This design comes from an exercise in tuning for small area, a short achievable clock period and few clock cycles per item on the open sky130 flow, not from production work.
In this exercise RTL edits were held to simulation tests only and were not proved equivalent to the original.

[design/flow/flow/run.sh]
#!/bin/bash
# Standard ORFS layout at the design's clock and constraints, with two changes:
# the ports are buffered with a plain buf_2 (instead of the delay buffer
# buffer_ports picks by default), and repair_timing is asked for 19 ns of
# setup margin so that it also works on paths that already meet the clock.
set -euo pipefail
export BUFFER_PORTS_ARGS="-buffer_cell sky130_fd_sc_hd__buf_2"
export SETUP_SLACK_MARGIN=19
bash standard.sh > standard.log 2>&1
[design/flow/config.mk]
export PLATFORM = sky130hd
export DESIGN_NAME = geofence
export DESIGN_NICKNAME = geofence
export VERILOG_FILES = /design/flow/design.v
export SDC_FILE = /design/flow/constraint.sdc
export NUM_CORES = 4
export LEC_CHECK = 0
export ABC_AREA = 1
export CAP_MARGIN = 20
export CORE_MARGIN = 2
export CORE_UTILIZATION = 40
export SLEW_MARGIN = 20
[design/flow/standard.sh]
#!/bin/bash
# synth_recipe.tcl (not shown) runs the flow's synth.tcl, then flattens the netlist and writes it again
# the make line also repeats each setting of config.mk as NAME=value (left out here)
make -C /OpenROAD-flow-scripts/flow DESIGN_CONFIG=/design/flow/config.mk WORK_HOME=/design/flow/orfs CLKGATE_MAP_FILE= SYNTH_SCRIPT=/design/flow/synth_recipe.tcl "${@:-finish}"
[design/flow/design.v]
module geofence (clk, reset, X, Y, R, valid, is_inside);
input clk;
input reset;
input [9:0] X;
input [9:0] Y;
input [10:0] R;
output reg valid;
output reg is_inside;
reg [5:0] n;                        
wire [5:0] n_n = (n == 6'd38) ? 6'd0 : n + 6'd1;
reg [2:0] g;                        
wire [2:0] g_n = (n == 6'd38 || g == 3'd5) ? 3'd0 : g + 3'd1;
reg inph;
reg [30:0] ring [0:5];              
reg [9:0] X0, Y0;
integer k;
always @(posedge clk) begin
    for (k = 0; k < 5; k = k + 1) ring[k] <= ring[k+1];
    ring[5] <= inph ? {X, Y, R} : ring[0];
    if (n == 6'd0) begin X0 <= X; Y0 <= Y; end
end
function [2:0] posof;               
    input [2:0] j;
    input [2:0] gg;
    reg [3:0] d;
    begin
        d = {1'b0, j} + 4'd6 - {1'b0, gg};
        posof = (d >= 4'd6) ? d[2:0] - 3'd6 : d[2:0];
    end
endfunction
reg [2:0] rk1, rk2, rk3, rk4, rk5;
wire [2:0] rf1, rf2, rf3, rf4, rf5;    
function [2:0] lsel;                
    input [2:0] r;
    begin
        lsel = (rf1 == r) ? 3'd1 : (rf2 == r) ? 3'd2 : (rf3 == r) ? 3'd3 :
               (rf4 == r) ? 3'd4 : 3'd5;
    end
endfunction
reg [5:0] selA, selB;               
reg [30:0] pA, pB;
integer kk;
always @(*) begin
    pA = 31'd0; pB = 31'd0;
    for (kk = 0; kk < 6; kk = kk + 1) begin
        pA = pA | (ring[kk] & {31{selA[kk]}});
        pB = pB | (ring[kk] & {31{selB[kk]}});
    end
end
wire [9:0]  ax = pA[30:21], ay = pA[20:11];
wire [10:0] ar = pA[10:0];
wire [9:0]  bx = pB[30:21], by = pB[20:11];
wire [10:0] br = pB[10:0];
reg sload, smul, scmp, aph, sph, eph, uvl, aqsh, aacc, tsel, fin, radsum, radodd;
reg [2:0] asel;                     
function [5:0] pairof;
    input [5:0] nn;
    case (nn)
        6'd3:  pairof = {3'd1, 3'd2};
        6'd4:  pairof = {3'd1, 3'd3};
        6'd5:  pairof = {3'd2, 3'd3};
        6'd6:  pairof = {3'd1, 3'd4};
        6'd7:  pairof = {3'd2, 3'd4};
        6'd8:  pairof = {3'd3, 3'd4};
        6'd9:  pairof = {3'd1, 3'd5};
        6'd10: pairof = {3'd2, 3'd5};
        6'd11: pairof = {3'd3, 3'd5};
        default: pairof = {3'd4, 3'd5};
    endcase
endfunction
function [2:0] qsel;
    input [2:0] m;
    case (m)
        3'd1: qsel = lsel(3'd0);
        3'd2: qsel = lsel(3'd1);
        3'd3: qsel = lsel(3'd2);
        3'd4: qsel = lsel(3'd3);
        3'd5: qsel = lsel(3'd4);
        default: qsel = 3'd0;
    endcase
endfunction
wire [5:0] cn = n_n - 6'd15;        
reg  [2:0] kA_n;                    
reg  [2:0] jA_n, jB_n;
always @(*) begin
    kA_n = (cn <= 6'd5) ? cn[2:0] : cn[3:1] - 3'd3;
    if (n_n >= 6'd3 && n_n <= 6'd12) begin
        {jA_n, jB_n} = pairof(n_n);
    end else begin
        jA_n = qsel(kA_n);
        jB_n = qsel(kA_n + 3'd1);
    end
end
wire cph_n = (n_n >= 6'd15);
always @(posedge clk or posedge reset) begin
    if (reset) begin
        n <= 6'd0; g <= 3'd0; inph <= 1'b1; valid <= 1'b0;
    end else begin
        n <= n_n; g <= g_n;
        inph <= (n_n <= 6'd5);
        valid <= fin;
    end
end
always @(posedge clk) begin
    selA   <= 6'd1 << posof(jA_n, g_n);
    selB   <= 6'd1 << posof(jB_n, g_n);
    sload  <= (n_n >= 6'd3) && (n_n <= 6'd12);
    smul   <= (n_n >= 6'd4) && (n_n <= 6'd13);
    scmp   <= smul;
    aph    <= cph_n && (cn <= 6'd5);
    sph    <= cph_n && (cn >= 6'd6) && (cn <= 6'd16) && !cn[0];
    eph    <= cph_n && (cn >= 6'd7) && (cn <= 6'd17) && cn[0];
    uvl    <= cph_n && (cn >= 6'd11) && (cn <= 6'd21) && cn[0];
    aqsh   <= cph_n && (cn >= 6'd5) && (cn <= 6'd10);
    aacc   <= cph_n && (cn >= 6'd8) && (cn <= 6'd18) && !cn[0];
    tsel   <= cph_n && (cn >= 6'd12) && (cn <= 6'd22) && !cn[0];
    fin    <= cph_n && (cn == 6'd22);
    radsum <= (cn <= 6'd7);
    radodd <= cn[0];
    asel   <= (cn == 6'd6 || cn == 6'd16) ? 3'b001 : (cn == 6'd8 || cn == 6'd14) ? 3'b010 : 3'b100;
end
reg  [10:0] oa1, ob1, ob2;
reg  [11:0] oa2;
reg  [21:0] m1r;
reg  [21:0] A, T;
reg  [21:0] m2r;
wire [21:0] m1, m2;
mul_s11x11a u_m1 (.a(oa1), .b(ob1), .c(tsel ? T : 22'd0), .p(m1));    
mul_s12x11 u_m2 (.a(oa2), .b(ob2), .p(m2));
wire signed [21:0] sm1r = m1r, sm2r = m2r;
wire bef = sm1r > sm2r;             
always @(posedge clk) begin
    if (n <= 6'd3) begin
        rk1 <= 3'd0; rk2 <= 3'd0; rk3 <= 3'd0; rk4 <= 3'd0; rk5 <= 3'd0;
    end else begin
        rk1 <= rf1; rk2 <= rf2; rk3 <= rf3; rk4 <= rf4; rk5 <= rf5;
    end
end
wire [5:0] dij = pairof(n - 6'd2);  
wire [2:0] win = bef ? dij[2:0] : dij[5:3];     
assign rf1 = rk1 + {2'd0, scmp && win == 3'd1};
assign rf2 = rk2 + {2'd0, scmp && win == 3'd2};
assign rf3 = rk3 + {2'd0, scmp && win == 3'd3};
assign rf4 = rk4 + {2'd0, scmp && win == 3'd4};
assign rf5 = rk5 + {2'd0, scmp && win == 3'd5};
wire [19:0] rad = radsum ? (m1r[19:0] + m2r[19:0]) : (radodd ? m2r[19:0] : m1r[19:0]);
function [22:0] nrstep;    
    input [12:0] r;
    input [9:0]  q;
    input [1:0]  b;
    input [3:0]  j;
    reg [12:0] rn, m;
    begin
        if (!r[12]) rn = {r[10:0], b} - {1'b0, q, 2'b01};
        else        rn = {r[10:0], b} + {1'b0, q, 2'b11};
        m = 13'h1fff << (j + 1);
        rn = rn[j+1] ? (rn | m) : (rn & ~m);
        nrstep = {rn, q[8:0], !rn[12]};
    end
endfunction
reg [5:0]  q1r; reg [3:0] q1q; reg [11:0] q1rad;
reg [8:0]  q2r; reg [6:0] q2q; reg [5:0]  q2rad;
reg [9:0]  qout;
reg [22:0] s1, s2, s3;
always @(*) begin
    s1 = 23'd0;
    s1 = nrstep(s1[22:10], s1[9:0], rad[19:18], 4'd1);
    s1 = nrstep(s1[22:10], s1[9:0], rad[17:16], 4'd2);
    s1 = nrstep(s1[22:10], s1[9:0], rad[15:14], 4'd3);
    s1 = nrstep(s1[22:10], s1[9:0], rad[13:12], 4'd4);
    s2 = {{7{q1r[5]}}, q1r, 6'd0, q1q};
    s2 = nrstep(s2[22:10], s2[9:0], q1rad[11:10], 4'd5);
    s2 = nrstep(s2[22:10], s2[9:0], q1rad[9:8], 4'd6);
    s2 = nrstep(s2[22:10], s2[9:0], q1rad[7:6], 4'd7);
    s3 = {{4{q2r[8]}}, q2r, 3'd0, q2q};
    s3 = nrstep(s3[22:10], s3[9:0], q2rad[5:4], 4'd8);
    s3 = nrstep(s3[22:10], s3[9:0], q2rad[3:2], 4'd9);
    s3 = nrstep(s3[22:10], s3[9:0], q2rad[1:0], 4'd10);
end
always @(posedge clk) begin
    q1r <= s1[15:10]; q1q <= s1[3:0]; q1rad <= rad[11:0];
    q2r <= s2[18:10]; q2q <= s2[6:0]; q2rad <= q1rad[5:0];
    qout <= s3[9:0];
end
reg [9:0]  aq0, aq1, aq2;           
reg [10:0] e2r, e3r;
wire [9:0]  acur = asel[0] ? aq0 : asel[1] ? aq1 : aq2;
wire [12:0] ssum = {3'd0, acur} + {2'd0, ar} + {2'd0, br};
wire [9:0]  Sn = ssum[10:1];
wire [12:0] d1 = {2'd0, ar} + {2'd0, br} - {3'd0, acur};
wire [12:0] d2 = {3'd0, acur} + {2'd0, br} - {2'd0, ar};
wire [12:0] d3 = {3'd0, acur} + {2'd0, ar} + {2'd0, br[10], 10'd0} - {3'd0, br[9:0]};
wire [10:0] e1n = {d1[11] ^ ssum[11], d1[10:1]};
wire [10:0] e2n = {d2[11] ^ ssum[11], d2[10:1]};
wire [10:0] e3n = {d3[11] ^ ssum[11], d3[10:1]};
wire [10:0] dx = {1'b0, ax} - {1'b0, bx};
wire [10:0] dy = {1'b0, ay} - {1'b0, by};
always @(posedge clk) begin
    if (sload) begin
        oa1 <= {1'b0, ax} - {1'b0, X0};
        ob1 <= {1'b0, by} - {1'b0, Y0};
        oa2 <= {1'b0, ay} - {1'b0, Y0};
        ob2 <= {1'b0, bx} - {1'b0, X0};
    end
    if (aph) begin
        oa1 <= dx; ob1 <= dx; oa2 <= {dy[10], dy}; ob2 <= dy;
    end
    if (sph) begin
        oa1 <= {1'b0, Sn}; ob1 <= e1n;
        oa2 <= {2'b00, ax} + {2'b00, bx}; ob2 <= {1'b0, by} - {1'b0, ay};
        e2r <= e2n;
        e3r <= e3n;
    end
    if (eph) begin
        oa2 <= {e2r[10], e2r}; ob2 <= e3r;
    end
    if (uvl) begin
        oa1 <= {1'b0, qout}; ob1 <= {1'b0, s3[9:0]};
    end
    m1r <= m1[21:0];
    m2r <= m2[21:0];
    if (aqsh) begin aq0 <= qout; aq1 <= aq0; aq2 <= aq1; end
    if (n <= 6'd14) begin A <= 22'd0; T <= 22'd0; end
    else begin
        if (aacc) A <= A + m2r;
        if (tsel) T <= m1;
    end
    if (fin) is_inside <= ({1'b0, A[21:1]} >= m1);
end
endmodule
module mul_s11x11a (a, b, c, p);
input [10:0] a;
input [10:0] b;
input [21:0] c;
output [21:0] p;
wire w1, w2, w3, w4, w5, w6, w7, w8, w9, w10, w11, w12, w13, w14, w15, w16;
wire w17, w18, w19, w20, w21, w22, w23, w24, w25, w26, w27, w28, w29, w30, w31, w32;
wire w33, w34, w35, w36, w37, w38, w39, w40, w41, w42, w43, w44, w45, w46, w47, w48;
wire w49, w50, w51, w52, w53, w54, w55, w56, w57, w58, w59, w60, w61, w62, w63, w64;
wire w65, w66, w67, w68, w69, w70, w71, w72, w73, w74, w75, w76, w77, w78, w79, w80;
wire w81, w82, w83, w84, w85, w86, w87, w88, w89, w90, w91, w92, w93, w94, w95, w96;
wire w97, w98, w99, w100, w101, w102, w103, w104, w105, w106, w107, w108, w109, w110, w111, w112;
wire w113, w114, w115, w116, w117, w118, w119, w120, w121, w122, w123, w124, w125, w126, w127, w128;
wire w129, w130, w131, w132, w133, w134, w135, w136, w137, w138, w139, w140, w141, w142, w143, w144;
wire w145, w146, w147, w148, w149, w150, w151, w152, w153, w154, w155, w156, w157, w158, w159, w160;
wire w161, w162, w163, w164, w165, w166, w167, w168, w169, w170, w171, w172, w173, w174, w175, w176;
wire w177, w178, w179, w180, w181, w182, w183, w184, w185, w186, w187, w188, w189, w190, w191, w192;
wire w193, w194, w195, w196, w197, w198, w199, w200, w201, w202, w203, w204, w205, w206, w207, w208;
wire w209, w210, w211, w212, w213, w214, w215, w216, w217, w218, w219, w220, w221, w222;
assign w1 = (a[0] & b[8]) ^ (a[1] & b[7]);
assign w2 = (a[0] & b[8]) & (a[1] & b[7]);
assign w3 = (a[0] & b[9]) ^ (a[1] & b[8]) ^ (a[2] & b[7]);
assign w4 = ((a[0] & b[9]) & (a[1] & b[8])) | ((a[0] & b[9]) & (a[2] & b[7])) | ((a[1] & b[8]) & (a[2] & b[7]));
assign w5 = (a[3] & b[6]) ^ (a[4] & b[5]);
assign w6 = (a[3] & b[6]) & (a[4] & b[5]);
assign w7 = ~(a[0] & b[10]) ^ (a[1] & b[9]) ^ (a[2] & b[8]);
assign w8 = (~(a[0] & b[10]) & (a[1] & b[9])) | (~(a[0] & b[10]) & (a[2] & b[8])) | ((a[1] & b[9]) & (a[2] & b[8]));
assign w9 = (a[3] & b[7]) ^ (a[4] & b[6]) ^ (a[5] & b[5]);
assign w10 = ((a[3] & b[7]) & (a[4] & b[6])) | ((a[3] & b[7]) & (a[5] & b[5])) | ((a[4] & b[6]) & (a[5] & b[5]));
assign w11 = (a[6] & b[4]) ^ (a[7] & b[3]);
assign w12 = (a[6] & b[4]) & (a[7] & b[3]);
assign w13 = ~(a[1] & b[10]) ^ (a[2] & b[9]) ^ (a[3] & b[8]);
assign w14 = (~(a[1] & b[10]) & (a[2] & b[9])) | (~(a[1] & b[10]) & (a[3] & b[8])) | ((a[2] & b[9]) & (a[3] & b[8]));
assign w15 = (a[4] & b[7]) ^ (a[5] & b[6]) ^ (a[6] & b[5]);
assign w16 = ((a[4] & b[7]) & (a[5] & b[6])) | ((a[4] & b[7]) & (a[6] & b[5])) | ((a[5] & b[6]) & (a[6] & b[5]));
assign w17 = (a[7] & b[4]) ^ (a[8] & b[3]) ^ (a[9] & b[2]);
assign w18 = ((a[7] & b[4]) & (a[8] & b[3])) | ((a[7] & b[4]) & (a[9] & b[2])) | ((a[8] & b[3]) & (a[9] & b[2]));
assign w19 = ~(a[2] & b[10]) ^ (a[3] & b[9]) ^ (a[4] & b[8]);
assign w20 = (~(a[2] & b[10]) & (a[3] & b[9])) | (~(a[2] & b[10]) & (a[4] & b[8])) | ((a[3] & b[9]) & (a[4] & b[8]));
assign w21 = (a[5] & b[7]) ^ (a[6] & b[6]) ^ (a[7] & b[5]);
assign w22 = ((a[5] & b[7]) & (a[6] & b[6])) | ((a[5] & b[7]) & (a[7] & b[5])) | ((a[6] & b[6]) & (a[7] & b[5]));
assign w23 = ~(a[3] & b[10]) ^ (a[4] & b[9]) ^ (a[5] & b[8]);
assign w24 = (~(a[3] & b[10]) & (a[4] & b[9])) | (~(a[3] & b[10]) & (a[5] & b[8])) | ((a[4] & b[9]) & (a[5] & b[8]));
assign w25 = (a[0] & b[5]) ^ (a[1] & b[4]);
assign w26 = (a[0] & b[5]) & (a[1] & b[4]);
assign w27 = (a[0] & b[6]) ^ (a[1] & b[5]) ^ (a[2] & b[4]);
assign w28 = ((a[0] & b[6]) & (a[1] & b[5])) | ((a[0] & b[6]) & (a[2] & b[4])) | ((a[1] & b[5]) & (a[2] & b[4]));
assign w29 = (a[3] & b[3]) ^ (a[4] & b[2]);
assign w30 = (a[3] & b[3]) & (a[4] & b[2]);
assign w31 = (a[0] & b[7]) ^ (a[1] & b[6]) ^ (a[2] & b[5]);
assign w32 = ((a[0] & b[7]) & (a[1] & b[6])) | ((a[0] & b[7]) & (a[2] & b[5])) | ((a[1] & b[6]) & (a[2] & b[5]));
assign w33 = (a[3] & b[4]) ^ (a[4] & b[3]) ^ (a[5] & b[2]);
assign w34 = ((a[3] & b[4]) & (a[4] & b[3])) | ((a[3] & b[4]) & (a[5] & b[2])) | ((a[4] & b[3]) & (a[5] & b[2]));
assign w35 = (a[6] & b[1]) ^ (a[7] & b[0]);
assign w36 = (a[6] & b[1]) & (a[7] & b[0]);
assign w37 = (a[2] & b[6]) ^ (a[3] & b[5]) ^ (a[4] & b[4]);
assign w38 = ((a[2] & b[6]) & (a[3] & b[5])) | ((a[2] & b[6]) & (a[4] & b[4])) | ((a[3] & b[5]) & (a[4] & b[4]));
assign w39 = (a[5] & b[3]) ^ (a[6] & b[2]) ^ (a[7] & b[1]);
assign w40 = ((a[5] & b[3]) & (a[6] & b[2])) | ((a[5] & b[3]) & (a[7] & b[1])) | ((a[6] & b[2]) & (a[7] & b[1]));
assign w41 = (a[8] & b[0]) ^ c[8] ^ w1;
assign w42 = ((a[8] & b[0]) & c[8]) | ((a[8] & b[0]) & w1) | (c[8] & w1);
assign w43 = (a[5] & b[4]) ^ (a[6] & b[3]) ^ (a[7] & b[2]);
assign w44 = ((a[5] & b[4]) & (a[6] & b[3])) | ((a[5] & b[4]) & (a[7] & b[2])) | ((a[6] & b[3]) & (a[7] & b[2]));
assign w45 = (a[8] & b[1]) ^ (a[9] & b[0]) ^ c[9];
assign w46 = ((a[8] & b[1]) & (a[9] & b[0])) | ((a[8] & b[1]) & c[9]) | ((a[9] & b[0]) & c[9]);
assign w47 = w2 ^ w3 ^ w5;
assign w48 = (w2 & w3) | (w2 & w5) | (w3 & w5);
assign w49 = (a[8] & b[2]) ^ (a[9] & b[1]) ^ ~(a[10] & b[0]);
assign w50 = ((a[8] & b[2]) & (a[9] & b[1])) | ((a[8] & b[2]) & ~(a[10] & b[0])) | ((a[9] & b[1]) & ~(a[10] & b[0]));
assign w51 = c[10] ^ w4 ^ w6;
assign w52 = (c[10] & w4) | (c[10] & w6) | (w4 & w6);
assign w53 = w7 ^ w9 ^ w11;
assign w54 = (w7 & w9) | (w7 & w11) | (w9 & w11);
assign w55 = ~(a[10] & b[1]) ^ 1'b1 ^ c[11];
assign w56 = (~(a[10] & b[1]) & 1'b1) | (~(a[10] & b[1]) & c[11]) | (1'b1 & c[11]);
assign w57 = w8 ^ w10 ^ w12;
assign w58 = (w8 & w10) | (w8 & w12) | (w10 & w12);
assign w59 = w13 ^ w15 ^ w17;
assign w60 = (w13 & w15) | (w13 & w17) | (w15 & w17);
assign w61 = (a[8] & b[4]) ^ (a[9] & b[3]) ^ ~(a[10] & b[2]);
assign w62 = ((a[8] & b[4]) & (a[9] & b[3])) | ((a[8] & b[4]) & ~(a[10] & b[2])) | ((a[9] & b[3]) & ~(a[10] & b[2]));
assign w63 = c[12] ^ w14 ^ w16;
assign w64 = (c[12] & w14) | (c[12] & w16) | (w14 & w16);
assign w65 = w18 ^ w19 ^ w21;
assign w66 = (w18 & w19) | (w18 & w21) | (w19 & w21);
assign w67 = (a[6] & b[7]) ^ (a[7] & b[6]) ^ (a[8] & b[5]);
assign w68 = ((a[6] & b[7]) & (a[7] & b[6])) | ((a[6] & b[7]) & (a[8] & b[5])) | ((a[7] & b[6]) & (a[8] & b[5]));
assign w69 = (a[9] & b[4]) ^ ~(a[10] & b[3]) ^ c[13];
assign w70 = ((a[9] & b[4]) & ~(a[10] & b[3])) | ((a[9] & b[4]) & c[13]) | (~(a[10] & b[3]) & c[13]);
assign w71 = w20 ^ w22 ^ w23;
assign w72 = (w20 & w22) | (w20 & w23) | (w22 & w23);
assign w73 = ~(a[4] & b[10]) ^ (a[5] & b[9]) ^ (a[6] & b[8]);
assign w74 = (~(a[4] & b[10]) & (a[5] & b[9])) | (~(a[4] & b[10]) & (a[6] & b[8])) | ((a[5] & b[9]) & (a[6] & b[8]));
assign w75 = (a[7] & b[7]) ^ (a[8] & b[6]) ^ (a[9] & b[5]);
assign w76 = ((a[7] & b[7]) & (a[8] & b[6])) | ((a[7] & b[7]) & (a[9] & b[5])) | ((a[8] & b[6]) & (a[9] & b[5]));
assign w77 = ~(a[10] & b[4]) ^ c[14] ^ w24;
assign w78 = (~(a[10] & b[4]) & c[14]) | (~(a[10] & b[4]) & w24) | (c[14] & w24);
assign w79 = ~(a[5] & b[10]) ^ (a[6] & b[9]) ^ (a[7] & b[8]);
assign w80 = (~(a[5] & b[10]) & (a[6] & b[9])) | (~(a[5] & b[10]) & (a[7] & b[8])) | ((a[6] & b[9]) & (a[7] & b[8]));
assign w81 = (a[8] & b[7]) ^ (a[9] & b[6]) ^ ~(a[10] & b[5]);
assign w82 = ((a[8] & b[7]) & (a[9] & b[6])) | ((a[8] & b[7]) & ~(a[10] & b[5])) | ((a[9] & b[6]) & ~(a[10] & b[5]));
assign w83 = ~(a[6] & b[10]) ^ (a[7] & b[9]) ^ (a[8] & b[8]);
assign w84 = (~(a[6] & b[10]) & (a[7] & b[9])) | (~(a[6] & b[10]) & (a[8] & b[8])) | ((a[7] & b[9]) & (a[8] & b[8]));
assign w85 = (a[0] & b[3]) ^ (a[1] & b[2]);
assign w86 = (a[0] & b[3]) & (a[1] & b[2]);
assign w87 = (a[0] & b[4]) ^ (a[1] & b[3]) ^ (a[2] & b[2]);
assign w88 = ((a[0] & b[4]) & (a[1] & b[3])) | ((a[0] & b[4]) & (a[2] & b[2])) | ((a[1] & b[3]) & (a[2] & b[2]));
assign w89 = (a[3] & b[1]) ^ (a[4] & b[0]);
assign w90 = (a[3] & b[1]) & (a[4] & b[0]);
assign w91 = (a[2] & b[3]) ^ (a[3] & b[2]) ^ (a[4] & b[1]);
assign w92 = ((a[2] & b[3]) & (a[3] & b[2])) | ((a[2] & b[3]) & (a[4] & b[1])) | ((a[3] & b[2]) & (a[4] & b[1]));
assign w93 = (a[5] & b[0]) ^ c[5] ^ w25;
assign w94 = ((a[5] & b[0]) & c[5]) | ((a[5] & b[0]) & w25) | (c[5] & w25);
assign w95 = (a[5] & b[1]) ^ (a[6] & b[0]) ^ c[6];
assign w96 = ((a[5] & b[1]) & (a[6] & b[0])) | ((a[5] & b[1]) & c[6]) | ((a[6] & b[0]) & c[6]);
assign w97 = w26 ^ w27 ^ w29;
assign w98 = (w26 & w27) | (w26 & w29) | (w27 & w29);
assign w99 = c[7] ^ w28 ^ w30;
assign w100 = (c[7] & w28) | (c[7] & w30) | (w28 & w30);
assign w101 = w31 ^ w33 ^ w35;
assign w102 = (w31 & w33) | (w31 & w35) | (w33 & w35);
assign w103 = w32 ^ w34 ^ w36;
assign w104 = (w32 & w34) | (w32 & w36) | (w34 & w36);
assign w105 = w37 ^ w39 ^ w41;
assign w106 = (w37 & w39) | (w37 & w41) | (w39 & w41);
assign w107 = w38 ^ w40 ^ w42;
assign w108 = (w38 & w40) | (w38 & w42) | (w40 & w42);
assign w109 = w43 ^ w45 ^ w47;
assign w110 = (w43 & w45) | (w43 & w47) | (w45 & w47);
assign w111 = w44 ^ w46 ^ w48;
assign w112 = (w44 & w46) | (w44 & w48) | (w46 & w48);
assign w113 = w49 ^ w51 ^ w53;
assign w114 = (w49 & w51) | (w49 & w53) | (w51 & w53);
assign w115 = w50 ^ w52 ^ w54;
assign w116 = (w50 & w52) | (w50 & w54) | (w52 & w54);
assign w117 = w55 ^ w57 ^ w59;
assign w118 = (w55 & w57) | (w55 & w59) | (w57 & w59);
assign w119 = w56 ^ w58 ^ w60;
assign w120 = (w56 & w58) | (w56 & w60) | (w58 & w60);
assign w121 = w61 ^ w63 ^ w65;
assign w122 = (w61 & w63) | (w61 & w65) | (w63 & w65);
assign w123 = w62 ^ w64 ^ w66;
assign w124 = (w62 & w64) | (w62 & w66) | (w64 & w66);
assign w125 = w67 ^ w69 ^ w71;
assign w126 = (w67 & w69) | (w67 & w71) | (w69 & w71);
assign w127 = w68 ^ w70 ^ w72;
assign w128 = (w68 & w70) | (w68 & w72) | (w70 & w72);
assign w129 = w73 ^ w75 ^ w77;
assign w130 = (w73 & w75) | (w73 & w77) | (w75 & w77);
assign w131 = c[15] ^ w74 ^ w76;
assign w132 = (c[15] & w74) | (c[15] & w76) | (w74 & w76);
assign w133 = w78 ^ w79 ^ w81;
assign w134 = (w78 & w79) | (w78 & w81) | (w79 & w81);
assign w135 = (a[9] & b[7]) ^ ~(a[10] & b[6]) ^ c[16];
assign w136 = ((a[9] & b[7]) & ~(a[10] & b[6])) | ((a[9] & b[7]) & c[16]) | (~(a[10] & b[6]) & c[16]);
assign w137 = w80 ^ w82 ^ w83;
assign w138 = (w80 & w82) | (w80 & w83) | (w82 & w83);
assign w139 = ~(a[7] & b[10]) ^ (a[8] & b[9]) ^ (a[9] & b[8]);
assign w140 = (~(a[7] & b[10]) & (a[8] & b[9])) | (~(a[7] & b[10]) & (a[9] & b[8])) | ((a[8] & b[9]) & (a[9] & b[8]));
assign w141 = ~(a[10] & b[7]) ^ c[17] ^ w84;
assign w142 = (~(a[10] & b[7]) & c[17]) | (~(a[10] & b[7]) & w84) | (c[17] & w84);
assign w143 = ~(a[8] & b[10]) ^ (a[9] & b[9]) ^ ~(a[10] & b[8]);
assign w144 = (~(a[8] & b[10]) & (a[9] & b[9])) | (~(a[8] & b[10]) & ~(a[10] & b[8])) | ((a[9] & b[9]) & ~(a[10] & b[8]));
assign w145 = (a[0] & b[2]) ^ (a[1] & b[1]);
assign w146 = (a[0] & b[2]) & (a[1] & b[1]);
assign w147 = (a[2] & b[1]) ^ (a[3] & b[0]) ^ c[3];
assign w148 = ((a[2] & b[1]) & (a[3] & b[0])) | ((a[2] & b[1]) & c[3]) | ((a[3] & b[0]) & c[3]);
assign w149 = c[4] ^ w86 ^ w87;
assign w150 = (c[4] & w86) | (c[4] & w87) | (w86 & w87);
assign w151 = w88 ^ w90 ^ w91;
assign w152 = (w88 & w90) | (w88 & w91) | (w90 & w91);
assign w153 = w92 ^ w94 ^ w95;
assign w154 = (w92 & w94) | (w92 & w95) | (w94 & w95);
assign w155 = w96 ^ w98 ^ w99;
assign w156 = (w96 & w98) | (w96 & w99) | (w98 & w99);
assign w157 = w100 ^ w102 ^ w103;
assign w158 = (w100 & w102) | (w100 & w103) | (w102 & w103);
assign w159 = w104 ^ w106 ^ w107;
assign w160 = (w104 & w106) | (w104 & w107) | (w106 & w107);
assign w161 = w108 ^ w110 ^ w111;
assign w162 = (w108 & w110) | (w108 & w111) | (w110 & w111);
assign w163 = w112 ^ w114 ^ w115;
assign w164 = (w112 & w114) | (w112 & w115) | (w114 & w115);
assign w165 = w116 ^ w118 ^ w119;
assign w166 = (w116 & w118) | (w116 & w119) | (w118 & w119);
assign w167 = w120 ^ w122 ^ w123;
assign w168 = (w120 & w122) | (w120 & w123) | (w122 & w123);
assign w169 = w124 ^ w126 ^ w127;
assign w170 = (w124 & w126) | (w124 & w127) | (w126 & w127);
assign w171 = w128 ^ w130 ^ w131;
assign w172 = (w128 & w130) | (w128 & w131) | (w130 & w131);
assign w173 = w132 ^ w134 ^ w135;
assign w174 = (w132 & w134) | (w132 & w135) | (w134 & w135);
assign w175 = w136 ^ w138 ^ w139;
assign w176 = (w136 & w138) | (w136 & w139) | (w138 & w139);
assign w177 = c[18] ^ w140 ^ w142;
assign w178 = (c[18] & w140) | (c[18] & w142) | (w140 & w142);
assign w179 = ~(a[9] & b[10]) ^ ~(a[10] & b[9]) ^ c[19];
assign w180 = (~(a[9] & b[10]) & ~(a[10] & b[9])) | (~(a[9] & b[10]) & c[19]) | (~(a[10] & b[9]) & c[19]);
assign w181 = (a[0] & b[1]) ^ (a[1] & b[0]);
assign w182 = (a[0] & b[1]) & (a[1] & b[0]);
assign w183 = (a[2] & b[0]) ^ c[2] ^ w145;
assign w184 = ((a[2] & b[0]) & c[2]) | ((a[2] & b[0]) & w145) | (c[2] & w145);
assign w185 = w85 ^ w146 ^ w147;
assign w186 = (w85 & w146) | (w85 & w147) | (w146 & w147);
assign w187 = w89 ^ w148 ^ w149;
assign w188 = (w89 & w148) | (w89 & w149) | (w148 & w149);
assign w189 = w93 ^ w150 ^ w151;
assign w190 = (w93 & w150) | (w93 & w151) | (w150 & w151);
assign w191 = w97 ^ w152 ^ w153;
assign w192 = (w97 & w152) | (w97 & w153) | (w152 & w153);
assign w193 = w101 ^ w154 ^ w155;
assign w194 = (w101 & w154) | (w101 & w155) | (w154 & w155);
assign w195 = w105 ^ w156 ^ w157;
assign w196 = (w105 & w156) | (w105 & w157) | (w156 & w157);
assign w197 = w109 ^ w158 ^ w159;
assign w198 = (w109 & w158) | (w109 & w159) | (w158 & w159);
assign w199 = w113 ^ w160 ^ w161;
assign w200 = (w113 & w160) | (w113 & w161) | (w160 & w161);
assign w201 = w117 ^ w162 ^ w163;
assign w202 = (w117 & w162) | (w117 & w163) | (w162 & w163);
assign w203 = w121 ^ w164 ^ w165;
assign w204 = (w121 & w164) | (w121 & w165) | (w164 & w165);
assign w205 = w125 ^ w166 ^ w167;
assign w206 = (w125 & w166) | (w125 & w167) | (w166 & w167);
assign w207 = w129 ^ w168 ^ w169;
assign w208 = (w129 & w168) | (w129 & w169) | (w168 & w169);
assign w209 = w133 ^ w170 ^ w171;
assign w210 = (w133 & w170) | (w133 & w171) | (w170 & w171);
assign w211 = w137 ^ w172 ^ w173;
assign w212 = (w137 & w172) | (w137 & w173) | (w172 & w173);
assign w213 = w141 ^ w174 ^ w175;
assign w214 = (w141 & w174) | (w141 & w175) | (w174 & w175);
assign w215 = w143 ^ w176 ^ w177;
assign w216 = (w143 & w176) | (w143 & w177) | (w176 & w177);
assign w217 = w144 ^ w178 ^ w179;
assign w218 = (w144 & w178) | (w144 & w179) | (w178 & w179);
assign w219 = (a[10] & b[10]) ^ c[20] ^ w180;
assign w220 = ((a[10] & b[10]) & c[20]) | ((a[10] & b[10]) & w180) | (c[20] & w180);
assign w221 = 1'b1 ^ c[21];
assign w222 = 1'b1 & c[21];
wire [21:0] r0 = {w220, w218, w216, w214, w212, w210, w208, w206, w204, w202, w200, w198, w196, w194, w192, w190, w188, w186, w184, w182, c[1], (a[0] & b[0])};
wire [21:0] r1 = {w221, w219, w217, w215, w213, w211, w209, w207, w205, w203, w201, w199, w197, w195, w193, w191, w189, w187, w185, w183, w181, c[0]};
assign p = r0 + r1;
endmodule
module mul_s12x11 (a, b, p);
input [11:0] a;
input [10:0] b;
output [21:0] p;
wire w1, w2, w3, w4, w5, w6, w7, w8, w9, w10, w11, w12, w13, w14, w15, w16;
wire w17, w18, w19, w20, w21, w22, w23, w24, w25, w26, w27, w28, w29, w30, w31, w32;
wire w33, w34, w35, w36, w37, w38, w39, w40, w41, w42, w43, w44, w45, w46, w47, w48;
wire w49, w50, w51, w52, w53, w54, w55, w56, w57, w58, w59, w60, w61, w62, w63, w64;
wire w65, w66, w67, w68, w69, w70, w71, w72, w73, w74, w75, w76, w77, w78, w79, w80;
wire w81, w82, w83, w84, w85, w86, w87, w88, w89, w90, w91, w92, w93, w94, w95, w96;
wire w97, w98, w99, w100, w101, w102, w103, w104, w105, w106, w107, w108, w109, w110, w111, w112;
wire w113, w114, w115, w116, w117, w118, w119, w120, w121, w122, w123, w124, w125, w126, w127, w128;
wire w129, w130, w131, w132, w133, w134, w135, w136, w137, w138, w139, w140, w141, w142, w143, w144;
wire w145, w146, w147, w148, w149, w150, w151, w152, w153, w154, w155, w156, w157, w158, w159, w160;
wire w161, w162, w163, w164, w165, w166, w167, w168, w169, w170, w171, w172, w173, w174, w175, w176;
wire w177, w178, w179, w180, w181, w182, w183, w184, w185, w186, w187, w188, w189, w190, w191, w192;
wire w193, w194, w195, w196, w197, w198, w199, w200;
assign w1 = (a[0] & b[9]) ^ (a[1] & b[8]);
assign w2 = (a[0] & b[9]) & (a[1] & b[8]);
assign w3 = ~(a[0] & b[10]) ^ (a[1] & b[9]) ^ (a[2] & b[8]);
assign w4 = (~(a[0] & b[10]) & (a[1] & b[9])) | (~(a[0] & b[10]) & (a[2] & b[8])) | ((a[1] & b[9]) & (a[2] & b[8]));
assign w5 = (a[3] & b[7]) ^ (a[4] & b[6]) ^ (a[5] & b[5]);
assign w6 = ((a[3] & b[7]) & (a[4] & b[6])) | ((a[3] & b[7]) & (a[5] & b[5])) | ((a[4] & b[6]) & (a[5] & b[5]));
assign w7 = ~(a[1] & b[10]) ^ (a[2] & b[9]) ^ (a[3] & b[8]);
assign w8 = (~(a[1] & b[10]) & (a[2] & b[9])) | (~(a[1] & b[10]) & (a[3] & b[8])) | ((a[2] & b[9]) & (a[3] & b[8]));
assign w9 = (a[4] & b[7]) ^ (a[5] & b[6]) ^ (a[6] & b[5]);
assign w10 = ((a[4] & b[7]) & (a[5] & b[6])) | ((a[4] & b[7]) & (a[6] & b[5])) | ((a[5] & b[6]) & (a[6] & b[5]));
assign w11 = (a[7] & b[4]) ^ (a[8] & b[3]);
assign w12 = (a[7] & b[4]) & (a[8] & b[3]);
assign w13 = ~(a[2] & b[10]) ^ (a[3] & b[9]) ^ (a[4] & b[8]);
assign w14 = (~(a[2] & b[10]) & (a[3] & b[9])) | (~(a[2] & b[10]) & (a[4] & b[8])) | ((a[3] & b[9]) & (a[4] & b[8]));
assign w15 = (a[5] & b[7]) ^ (a[6] & b[6]) ^ (a[7] & b[5]);
assign w16 = ((a[5] & b[7]) & (a[6] & b[6])) | ((a[5] & b[7]) & (a[7] & b[5])) | ((a[6] & b[6]) & (a[7] & b[5]));
assign w17 = ~(a[3] & b[10]) ^ (a[4] & b[9]) ^ (a[5] & b[8]);
assign w18 = (~(a[3] & b[10]) & (a[4] & b[9])) | (~(a[3] & b[10]) & (a[5] & b[8])) | ((a[4] & b[9]) & (a[5] & b[8]));
assign w19 = (a[0] & b[6]) ^ (a[1] & b[5]);
assign w20 = (a[0] & b[6]) & (a[1] & b[5]);
assign w21 = (a[0] & b[7]) ^ (a[1] & b[6]) ^ (a[2] & b[5]);
assign w22 = ((a[0] & b[7]) & (a[1] & b[6])) | ((a[0] & b[7]) & (a[2] & b[5])) | ((a[1] & b[6]) & (a[2] & b[5]));
assign w23 = (a[3] & b[4]) ^ (a[4] & b[3]);
assign w24 = (a[3] & b[4]) & (a[4] & b[3]);
assign w25 = (a[0] & b[8]) ^ (a[1] & b[7]) ^ (a[2] & b[6]);
assign w26 = ((a[0] & b[8]) & (a[1] & b[7])) | ((a[0] & b[8]) & (a[2] & b[6])) | ((a[1] & b[7]) & (a[2] & b[6]));
assign w27 = (a[3] & b[5]) ^ (a[4] & b[4]) ^ (a[5] & b[3]);
assign w28 = ((a[3] & b[5]) & (a[4] & b[4])) | ((a[3] & b[5]) & (a[5] & b[3])) | ((a[4] & b[4]) & (a[5] & b[3]));
assign w29 = (a[6] & b[2]) ^ (a[7] & b[1]);
assign w30 = (a[6] & b[2]) & (a[7] & b[1]);
assign w31 = (a[2] & b[7]) ^ (a[3] & b[6]) ^ (a[4] & b[5]);
assign w32 = ((a[2] & b[7]) & (a[3] & b[6])) | ((a[2] & b[7]) & (a[4] & b[5])) | ((a[3] & b[6]) & (a[4] & b[5]));
assign w33 = (a[5] & b[4]) ^ (a[6] & b[3]) ^ (a[7] & b[2]);
assign w34 = ((a[5] & b[4]) & (a[6] & b[3])) | ((a[5] & b[4]) & (a[7] & b[2])) | ((a[6] & b[3]) & (a[7] & b[2]));
assign w35 = (a[8] & b[1]) ^ (a[9] & b[0]) ^ w1;
assign w36 = ((a[8] & b[1]) & (a[9] & b[0])) | ((a[8] & b[1]) & w1) | ((a[9] & b[0]) & w1);
assign w37 = (a[6] & b[4]) ^ (a[7] & b[3]) ^ (a[8] & b[2]);
assign w38 = ((a[6] & b[4]) & (a[7] & b[3])) | ((a[6] & b[4]) & (a[8] & b[2])) | ((a[7] & b[3]) & (a[8] & b[2]));
assign w39 = (a[9] & b[1]) ^ (a[10] & b[0]) ^ 1'b1;
assign w40 = ((a[9] & b[1]) & (a[10] & b[0])) | ((a[9] & b[1]) & 1'b1) | ((a[10] & b[0]) & 1'b1);
assign w41 = w2 ^ w3 ^ w5;
assign w42 = (w2 & w3) | (w2 & w5) | (w3 & w5);
assign w43 = (a[9] & b[2]) ^ (a[10] & b[1]) ^ ~(a[11] & b[0]);
assign w44 = ((a[9] & b[2]) & (a[10] & b[1])) | ((a[9] & b[2]) & ~(a[11] & b[0])) | ((a[10] & b[1]) & ~(a[11] & b[0]));
assign w45 = 1'b1 ^ w4 ^ w6;
assign w46 = (1'b1 & w4) | (1'b1 & w6) | (w4 & w6);
assign w47 = w7 ^ w9 ^ w11;
assign w48 = (w7 & w9) | (w7 & w11) | (w9 & w11);
assign w49 = (a[8] & b[4]) ^ (a[9] & b[3]) ^ (a[10] & b[2]);
assign w50 = ((a[8] & b[4]) & (a[9] & b[3])) | ((a[8] & b[4]) & (a[10] & b[2])) | ((a[9] & b[3]) & (a[10] & b[2]));
assign w51 = ~(a[11] & b[1]) ^ w8 ^ w10;
assign w52 = (~(a[11] & b[1]) & w8) | (~(a[11] & b[1]) & w10) | (w8 & w10);
assign w53 = w12 ^ w13 ^ w15;
assign w54 = (w12 & w13) | (w12 & w15) | (w13 & w15);
assign w55 = (a[6] & b[7]) ^ (a[7] & b[6]) ^ (a[8] & b[5]);
assign w56 = ((a[6] & b[7]) & (a[7] & b[6])) | ((a[6] & b[7]) & (a[8] & b[5])) | ((a[7] & b[6]) & (a[8] & b[5]));
assign w57 = (a[9] & b[4]) ^ (a[10] & b[3]) ^ ~(a[11] & b[2]);
assign w58 = ((a[9] & b[4]) & (a[10] & b[3])) | ((a[9] & b[4]) & ~(a[11] & b[2])) | ((a[10] & b[3]) & ~(a[11] & b[2]));
assign w59 = w14 ^ w16 ^ w17;
assign w60 = (w14 & w16) | (w14 & w17) | (w16 & w17);
assign w61 = ~(a[4] & b[10]) ^ (a[5] & b[9]) ^ (a[6] & b[8]);
assign w62 = (~(a[4] & b[10]) & (a[5] & b[9])) | (~(a[4] & b[10]) & (a[6] & b[8])) | ((a[5] & b[9]) & (a[6] & b[8]));
assign w63 = (a[7] & b[7]) ^ (a[8] & b[6]) ^ (a[9] & b[5]);
assign w64 = ((a[7] & b[7]) & (a[8] & b[6])) | ((a[7] & b[7]) & (a[9] & b[5])) | ((a[8] & b[6]) & (a[9] & b[5]));
assign w65 = (a[10] & b[4]) ^ ~(a[11] & b[3]) ^ w18;
assign w66 = ((a[10] & b[4]) & ~(a[11] & b[3])) | ((a[10] & b[4]) & w18) | (~(a[11] & b[3]) & w18);
assign w67 = ~(a[5] & b[10]) ^ (a[6] & b[9]) ^ (a[7] & b[8]);
assign w68 = (~(a[5] & b[10]) & (a[6] & b[9])) | (~(a[5] & b[10]) & (a[7] & b[8])) | ((a[6] & b[9]) & (a[7] & b[8]));
assign w69 = (a[8] & b[7]) ^ (a[9] & b[6]) ^ (a[10] & b[5]);
assign w70 = ((a[8] & b[7]) & (a[9] & b[6])) | ((a[8] & b[7]) & (a[10] & b[5])) | ((a[9] & b[6]) & (a[10] & b[5]));
assign w71 = ~(a[6] & b[10]) ^ (a[7] & b[9]) ^ (a[8] & b[8]);
assign w72 = (~(a[6] & b[10]) & (a[7] & b[9])) | (~(a[6] & b[10]) & (a[8] & b[8])) | ((a[7] & b[9]) & (a[8] & b[8]));
assign w73 = (a[0] & b[4]) ^ (a[1] & b[3]);
assign w74 = (a[0] & b[4]) & (a[1] & b[3]);
assign w75 = (a[0] & b[5]) ^ (a[1] & b[4]) ^ (a[2] & b[3]);
assign w76 = ((a[0] & b[5]) & (a[1] & b[4])) | ((a[0] & b[5]) & (a[2] & b[3])) | ((a[1] & b[4]) & (a[2] & b[3]));
assign w77 = (a[3] & b[2]) ^ (a[4] & b[1]);
assign w78 = (a[3] & b[2]) & (a[4] & b[1]);
assign w79 = (a[2] & b[4]) ^ (a[3] & b[3]) ^ (a[4] & b[2]);
assign w80 = ((a[2] & b[4]) & (a[3] & b[3])) | ((a[2] & b[4]) & (a[4] & b[2])) | ((a[3] & b[3]) & (a[4] & b[2]));
assign w81 = (a[5] & b[1]) ^ (a[6] & b[0]) ^ w19;
assign w82 = ((a[5] & b[1]) & (a[6] & b[0])) | ((a[5] & b[1]) & w19) | ((a[6] & b[0]) & w19);
assign w83 = (a[5] & b[2]) ^ (a[6] & b[1]) ^ (a[7] & b[0]);
assign w84 = ((a[5] & b[2]) & (a[6] & b[1])) | ((a[5] & b[2]) & (a[7] & b[0])) | ((a[6] & b[1]) & (a[7] & b[0]));
assign w85 = w20 ^ w21 ^ w23;
assign w86 = (w20 & w21) | (w20 & w23) | (w21 & w23);
assign w87 = (a[8] & b[0]) ^ w22 ^ w24;
assign w88 = ((a[8] & b[0]) & w22) | ((a[8] & b[0]) & w24) | (w22 & w24);
assign w89 = w25 ^ w27 ^ w29;
assign w90 = (w25 & w27) | (w25 & w29) | (w27 & w29);
assign w91 = w26 ^ w28 ^ w30;
assign w92 = (w26 & w28) | (w26 & w30) | (w28 & w30);
assign w93 = w31 ^ w33 ^ w35;
assign w94 = (w31 & w33) | (w31 & w35) | (w33 & w35);
assign w95 = w32 ^ w34 ^ w36;
assign w96 = (w32 & w34) | (w32 & w36) | (w34 & w36);
assign w97 = w37 ^ w39 ^ w41;
assign w98 = (w37 & w39) | (w37 & w41) | (w39 & w41);
assign w99 = w38 ^ w40 ^ w42;
assign w100 = (w38 & w40) | (w38 & w42) | (w40 & w42);
assign w101 = w43 ^ w45 ^ w47;
assign w102 = (w43 & w45) | (w43 & w47) | (w45 & w47);
assign w103 = w44 ^ w46 ^ w48;
assign w104 = (w44 & w46) | (w44 & w48) | (w46 & w48);
assign w105 = w49 ^ w51 ^ w53;
assign w106 = (w49 & w51) | (w49 & w53) | (w51 & w53);
assign w107 = w50 ^ w52 ^ w54;
assign w108 = (w50 & w52) | (w50 & w54) | (w52 & w54);
assign w109 = w55 ^ w57 ^ w59;
assign w110 = (w55 & w57) | (w55 & w59) | (w57 & w59);
assign w111 = w56 ^ w58 ^ w60;
assign w112 = (w56 & w58) | (w56 & w60) | (w58 & w60);
assign w113 = w61 ^ w63 ^ w65;
assign w114 = (w61 & w63) | (w61 & w65) | (w63 & w65);
assign w115 = ~(a[11] & b[4]) ^ w62 ^ w64;
assign w116 = (~(a[11] & b[4]) & w62) | (~(a[11] & b[4]) & w64) | (w62 & w64);
assign w117 = w66 ^ w67 ^ w69;
assign w118 = (w66 & w67) | (w66 & w69) | (w67 & w69);
assign w119 = (a[9] & b[7]) ^ (a[10] & b[6]) ^ ~(a[11] & b[5]);
assign w120 = ((a[9] & b[7]) & (a[10] & b[6])) | ((a[9] & b[7]) & ~(a[11] & b[5])) | ((a[10] & b[6]) & ~(a[11] & b[5]));
assign w121 = w68 ^ w70 ^ w71;
assign w122 = (w68 & w70) | (w68 & w71) | (w70 & w71);
assign w123 = ~(a[7] & b[10]) ^ (a[8] & b[9]) ^ (a[9] & b[8]);
assign w124 = (~(a[7] & b[10]) & (a[8] & b[9])) | (~(a[7] & b[10]) & (a[9] & b[8])) | ((a[8] & b[9]) & (a[9] & b[8]));
assign w125 = (a[10] & b[7]) ^ ~(a[11] & b[6]) ^ w72;
assign w126 = ((a[10] & b[7]) & ~(a[11] & b[6])) | ((a[10] & b[7]) & w72) | (~(a[11] & b[6]) & w72);
assign w127 = ~(a[8] & b[10]) ^ (a[9] & b[9]) ^ (a[10] & b[8]);
assign w128 = (~(a[8] & b[10]) & (a[9] & b[9])) | (~(a[8] & b[10]) & (a[10] & b[8])) | ((a[9] & b[9]) & (a[10] & b[8]));
assign w129 = (a[0] & b[3]) ^ (a[1] & b[2]);
assign w130 = (a[0] & b[3]) & (a[1] & b[2]);
assign w131 = (a[2] & b[2]) ^ (a[3] & b[1]) ^ (a[4] & b[0]);
assign w132 = ((a[2] & b[2]) & (a[3] & b[1])) | ((a[2] & b[2]) & (a[4] & b[0])) | ((a[3] & b[1]) & (a[4] & b[0]));
assign w133 = (a[5] & b[0]) ^ w74 ^ w75;
assign w134 = ((a[5] & b[0]) & w74) | ((a[5] & b[0]) & w75) | (w74 & w75);
assign w135 = w76 ^ w78 ^ w79;
assign w136 = (w76 & w78) | (w76 & w79) | (w78 & w79);
assign w137 = w80 ^ w82 ^ w83;
assign w138 = (w80 & w82) | (w80 & w83) | (w82 & w83);
assign w139 = w84 ^ w86 ^ w87;
assign w140 = (w84 & w86) | (w84 & w87) | (w86 & w87);
assign w141 = w88 ^ w90 ^ w91;
assign w142 = (w88 & w90) | (w88 & w91) | (w90 & w91);
assign w143 = w92 ^ w94 ^ w95;
assign w144 = (w92 & w94) | (w92 & w95) | (w94 & w95);
assign w145 = w96 ^ w98 ^ w99;
assign w146 = (w96 & w98) | (w96 & w99) | (w98 & w99);
assign w147 = w100 ^ w102 ^ w103;
assign w148 = (w100 & w102) | (w100 & w103) | (w102 & w103);
assign w149 = w104 ^ w106 ^ w107;
assign w150 = (w104 & w106) | (w104 & w107) | (w106 & w107);
assign w151 = w108 ^ w110 ^ w111;
assign w152 = (w108 & w110) | (w108 & w111) | (w110 & w111);
assign w153 = w112 ^ w114 ^ w115;
assign w154 = (w112 & w114) | (w112 & w115) | (w114 & w115);
assign w155 = w116 ^ w118 ^ w119;
assign w156 = (w116 & w118) | (w116 & w119) | (w118 & w119);
assign w157 = w120 ^ w122 ^ w123;
assign w158 = (w120 & w122) | (w120 & w123) | (w122 & w123);
assign w159 = ~(a[11] & b[7]) ^ w124 ^ w126;
assign w160 = (~(a[11] & b[7]) & w124) | (~(a[11] & b[7]) & w126) | (w124 & w126);
assign w161 = ~(a[9] & b[10]) ^ (a[10] & b[9]) ^ ~(a[11] & b[8]);
assign w162 = (~(a[9] & b[10]) & (a[10] & b[9])) | (~(a[9] & b[10]) & ~(a[11] & b[8])) | ((a[10] & b[9]) & ~(a[11] & b[8]));
assign w163 = (a[0] & b[2]) ^ (a[1] & b[1]);
assign w164 = (a[0] & b[2]) & (a[1] & b[1]);
assign w165 = (a[2] & b[1]) ^ (a[3] & b[0]) ^ w129;
assign w166 = ((a[2] & b[1]) & (a[3] & b[0])) | ((a[2] & b[1]) & w129) | ((a[3] & b[0]) & w129);
assign w167 = w73 ^ w130 ^ w131;
assign w168 = (w73 & w130) | (w73 & w131) | (w130 & w131);
assign w169 = w77 ^ w132 ^ w133;
assign w170 = (w77 & w132) | (w77 & w133) | (w132 & w133);
assign w171 = w81 ^ w134 ^ w135;
assign w172 = (w81 & w134) | (w81 & w135) | (w134 & w135);
assign w173 = w85 ^ w136 ^ w137;
assign w174 = (w85 & w136) | (w85 & w137) | (w136 & w137);
assign w175 = w89 ^ w138 ^ w139;
assign w176 = (w89 & w138) | (w89 & w139) | (w138 & w139);
assign w177 = w93 ^ w140 ^ w141;
assign w178 = (w93 & w140) | (w93 & w141) | (w140 & w141);
assign w179 = w97 ^ w142 ^ w143;
assign w180 = (w97 & w142) | (w97 & w143) | (w142 & w143);
assign w181 = w101 ^ w144 ^ w145;
assign w182 = (w101 & w144) | (w101 & w145) | (w144 & w145);
assign w183 = w105 ^ w146 ^ w147;
assign w184 = (w105 & w146) | (w105 & w147) | (w146 & w147);
assign w185 = w109 ^ w148 ^ w149;
assign w186 = (w109 & w148) | (w109 & w149) | (w148 & w149);
assign w187 = w113 ^ w150 ^ w151;
assign w188 = (w113 & w150) | (w113 & w151) | (w150 & w151);
assign w189 = w117 ^ w152 ^ w153;
assign w190 = (w117 & w152) | (w117 & w153) | (w152 & w153);
assign w191 = w121 ^ w154 ^ w155;
assign w192 = (w121 & w154) | (w121 & w155) | (w154 & w155);
assign w193 = w125 ^ w156 ^ w157;
assign w194 = (w125 & w156) | (w125 & w157) | (w156 & w157);
assign w195 = w127 ^ w158 ^ w159;
assign w196 = (w127 & w158) | (w127 & w159) | (w158 & w159);
assign w197 = w128 ^ w160 ^ w161;
assign w198 = (w128 & w160) | (w128 & w161) | (w160 & w161);
assign w199 = ~(a[10] & b[10]) ^ ~(a[11] & b[9]) ^ w162;
assign w200 = (~(a[10] & b[10]) & ~(a[11] & b[9])) | (~(a[10] & b[10]) & w162) | (~(a[11] & b[9]) & w162);
wire [21:0] r0 = {(a[11] & b[10]), w198, w196, w194, w192, w190, w188, w186, w184, w182, w180, w178, w176, w174, w172, w170, w168, w166, w164, (a[2] & b[0]), (a[0] & b[1]), (a[0] & b[0])};
wire [21:0] r1 = {w200, w199, w197, w195, w193, w191, w189, w187, w185, w183, w181, w179, w177, w175, w173, w171, w169, w167, w165, w163, (a[1] & b[0]), 1'b0};
assign p = r0 + r1;
endmodule
[design/flow/constraint.sdc]
create_clock -name core_clock -period 25.0 [get_ports {clk}]
set_input_delay 5.0000 -clock core_clock [delete_from_list [all_inputs] [get_ports {clk}]]
set_output_delay 5.0000 -clock core_clock [all_outputs]
set_load 0.01 [all_outputs]
==> summary.txt <==
outcome=timing/DRC/antenna clean; register area share after synthesis=28.8%; delay-heaviest family, CP=flip-flops; CTS buffer count=56; syn_nets=5708; Yosys Warn Count=2; largest net degree at the start of global routing=63; die extent in y=315 µm; Sink Count=496; Final nets=5726; FF-to-FF path depth=25; WHS Path Cells=0; Setup crit start kind=flip-flop; Synth top area share=19.1%; Slew Limit Fails=0; period utilization=24.7%; area of the multi-input gates=23500 µm²; ant diodes=0; Synth area leaders=dfxtp_1, ha_1, fa_1, nand2_1, inv_1; Max Clock Skew=0.0490 ns; Routed Antenna Nets=0; WP buf/inv=1; Syn Inst Count=5075; Clock Latency Late Sink=0.67 ns; CP max FO=1; most common cell after layout, fill and taps aside=nand2_1; number of synthesized flops with an enable pin=116; Yosys top cell by area=dfxtp_1; drt first pass iters=6; Worst R2R Start=oa1[2]; min Tclk post-route=6.17 ns; commonest non-fill, non-tap cells in the layout=nand2_1, inv_1, ha_1; share of layout cells above drive strength 1=6.81%; clock-pin slew on the worst setup and hold paths=0.06 ns; RSZ-0062 raised after global routing=true; DR DRC count=0; end of the critical path=valid; via count=32300; final hold vios=0; Site Rows=114; slew at the pin closest to its max-slew limit=0.997 ns; drt initial violations=2486; die area=99300 µm²; Slew Limit Headroom=33.4%; number of global-route vias before repair=31100; Area Growth Syn to Fin=10.4%; post-synth cell types=65; Port Buffers=34; H-tree depth=2; initial antenna violation count=1; Avg Cell Area, Syn=7.63 µm²; Die W=315 µm; Tot GR Track Use=21.9%; routability cong.=0.945; total grt overflow=0; drt via density=5.04; Worst path depth=1; prevailing post-synth register cell=dfxtp_1; CP max-delay cell=dfrtp_1; fin util=44.4%; Filler Cells Inserted=9706; Top Ports=35; R2R setup slack=19.09 ns; number of setup violations in the final report=0; Root Buffer=clkbuf_16; detailed-placement wirelength estimate=84900 µm; Critical Path RT=20.00 ns; fmax=162 MHz; core area=96300 µm²; RR Endpoint=is_inside; clock buffer depth=3; flop and latch count out of synthesis=496; first-pass GRT wire length=172000 µm; Synth Cell Area=38700 µm²; TritonCTS clock tree=yes; Critical path origin=valid; WL final=110000 µm; CP endpoint kind=output pin; Initial Utilization=40.2%; CP Class=reg2out; Register Area=11200 µm²; Hold Crit Class=reg2reg; WL/cell=17.1 µm; crit-path cells=buf_2; Setup TNS=0 ns; Max Cap Viol=0; Critical Path AT=1.17 ns; asr flop ratio synth=2.22%; CP max stage delay=0.37 ns
[synth_stat cells (all sizes together) (4+ instances only)]
cell,number
a221oi,15
o31ai,17
a21oi,312
inv,1038
a21boi,6
fa,225
nand3,188
nor4,8
xor2,128
o21bai,17
o2111ai,5
or2,27
nand4,20
o21ai,279
dfxtp,369
and2,6
edfxtp,116
dfrtp,10
nor2,284
a31oi,26
nand2,1124
xnor2,70
o22ai,65
nor3,90
a211oi,11
o21a,9
a21o,11
clkbuf,136
o221ai,4
ha,375
buf,8
o211ai,49
[final cells by class]
class	count	area share (%)
multi-input cells	3396	54.9
repair buffers	103	1.64
clock buffers	74	3.63
well taps	1276	3.73
inverters	1040	9.14
flip-flops and latches	496	26.1
clock inverters	31	0.851
[metal layers]
metal  GRT usage [%]  share of wire, %  up-vias
met2            34.7                44      915
met5               0                 0        -
met3            2.43               5.5      163
met1            31.0                47    15200
li1                -                 -    16100
met4            7.13               3.2        0
[worst min path at each step]
stage             start        to  slack, ns
3_3_place_gp   q1rad[0]  q2rad[0]       0.31
6_report       q1rad[3]  q2rad[3]       0.32
3_5_place_dp   q1rad[3]  q2rad[3]       0.32
2_1_floorplan  q1rad[0]  q2rad[0]       0.31
5_1_grt        q1rad[3]  q2rad[3]       0.32
4_1_cts        q1rad[3]  q2rad[3]       0.32
[flip-flops by register name, summed over array words and instances (netlist names), 12 cells and up]
name	flops
ring	186
A	22
T	22
m1r	22
m2r	22
oa2	12
q1rad	12
[kinds of logic (layout without fill, tap and decap cells)]
family	count (synthesis)	after routing	synth area share, %
AND/OR/NAND/NOR	1754	1755	19.0
buffers and inverters	1184	1248	11.5
AO/OA/AOI/OAI	842	842	12.4
adder cells (fa/ha/maj)	600	600	23.7
flip-flops	496	496	28.8
XOR/XNOR	199	199	4.58
[through the flow]
step	worst slack [ns]	instance area, µm²	hold WS (ns)	std cells
2_1_floorplan	19.41	38700	0.310	5075
3_3_place_gp	18.88	40100	0.311	6265
3_5_place_dp	18.81	40100	0.319	6265
4_1_cts	18.79	42100	0.318	6371
5_1_grt	18.74	42800	0.323	6416
6_report	18.83	42800	0.317	6416
[what timing repair did]
action,in CTS,in global routing
hold buffers,0,0
gates resized for setup,9,80
endpoints found under the hold margin,0,0
buffers inserted,1,44
setup endpoints to repair,4,21
pin swaps,1,13
gates cloned,0,1
[worst reg2reg max path, cell delays in order (launching register included)]
cell,delay (ns)
edfxtp_1,0.51
buf_4,0.21
nand2_1,0.07
inv_1,0.06
fa_1,0.45
fa_1,0.45
fa_1,0.49
inv_1,0.05
fa_1,0.50
fa_1,0.43
ha_1,0.40
nand2_2,0.12
nor4_4,0.26
nand4_1,0.14
nand3_1,0.12
inv_1,0.09
or2_2,0.27
nand2_1,0.07
inv_1,0.05
ha_1,0.29
a21oi_1,0.16
o21ai_0,0.10
o211ai_1,0.17
nand2_1,0.07
nand2_1,0.06
a21oi_1,0.05
Testbench counts, summed over its fixed seeds: cycles 62,400, items 1,600.

## separate check: timing with driven ports
Ports are ideal in the flow. The routed layout listed here was re-timed in OpenROAD.
Step 1 (the two cells are an assumption about what drives the block):
set clk [get_ports {clk}]
set_driving_cell -lib_cell sky130_fd_sc_hd__clkbuf_16 $clk
set_driving_cell -lib_cell sky130_fd_sc_hd__buf_2 [delete_from_list [all_inputs] $clk]
Step 2 also shifts input and output timing later by t, the mid clock arrival at the registers, as if the neighbouring blocks saw the same clock.
Slacks: ideal ports / drivers / drivers and shift; pairs: ideal ports / drivers.
shift t [ns]: 0.718
setup slack, ns: 18.828 / 18.760 / 19.085
worst hold slack (ns): 0.317 / 0.317 / 0.317
worst register clock-pin slew, ns: 0.07 / 0.07
After both steps this run still meets setup and hold. For this run, drivers alone change the setup slack by -0.068 ns; drivers and shift together by +0.257 ns.
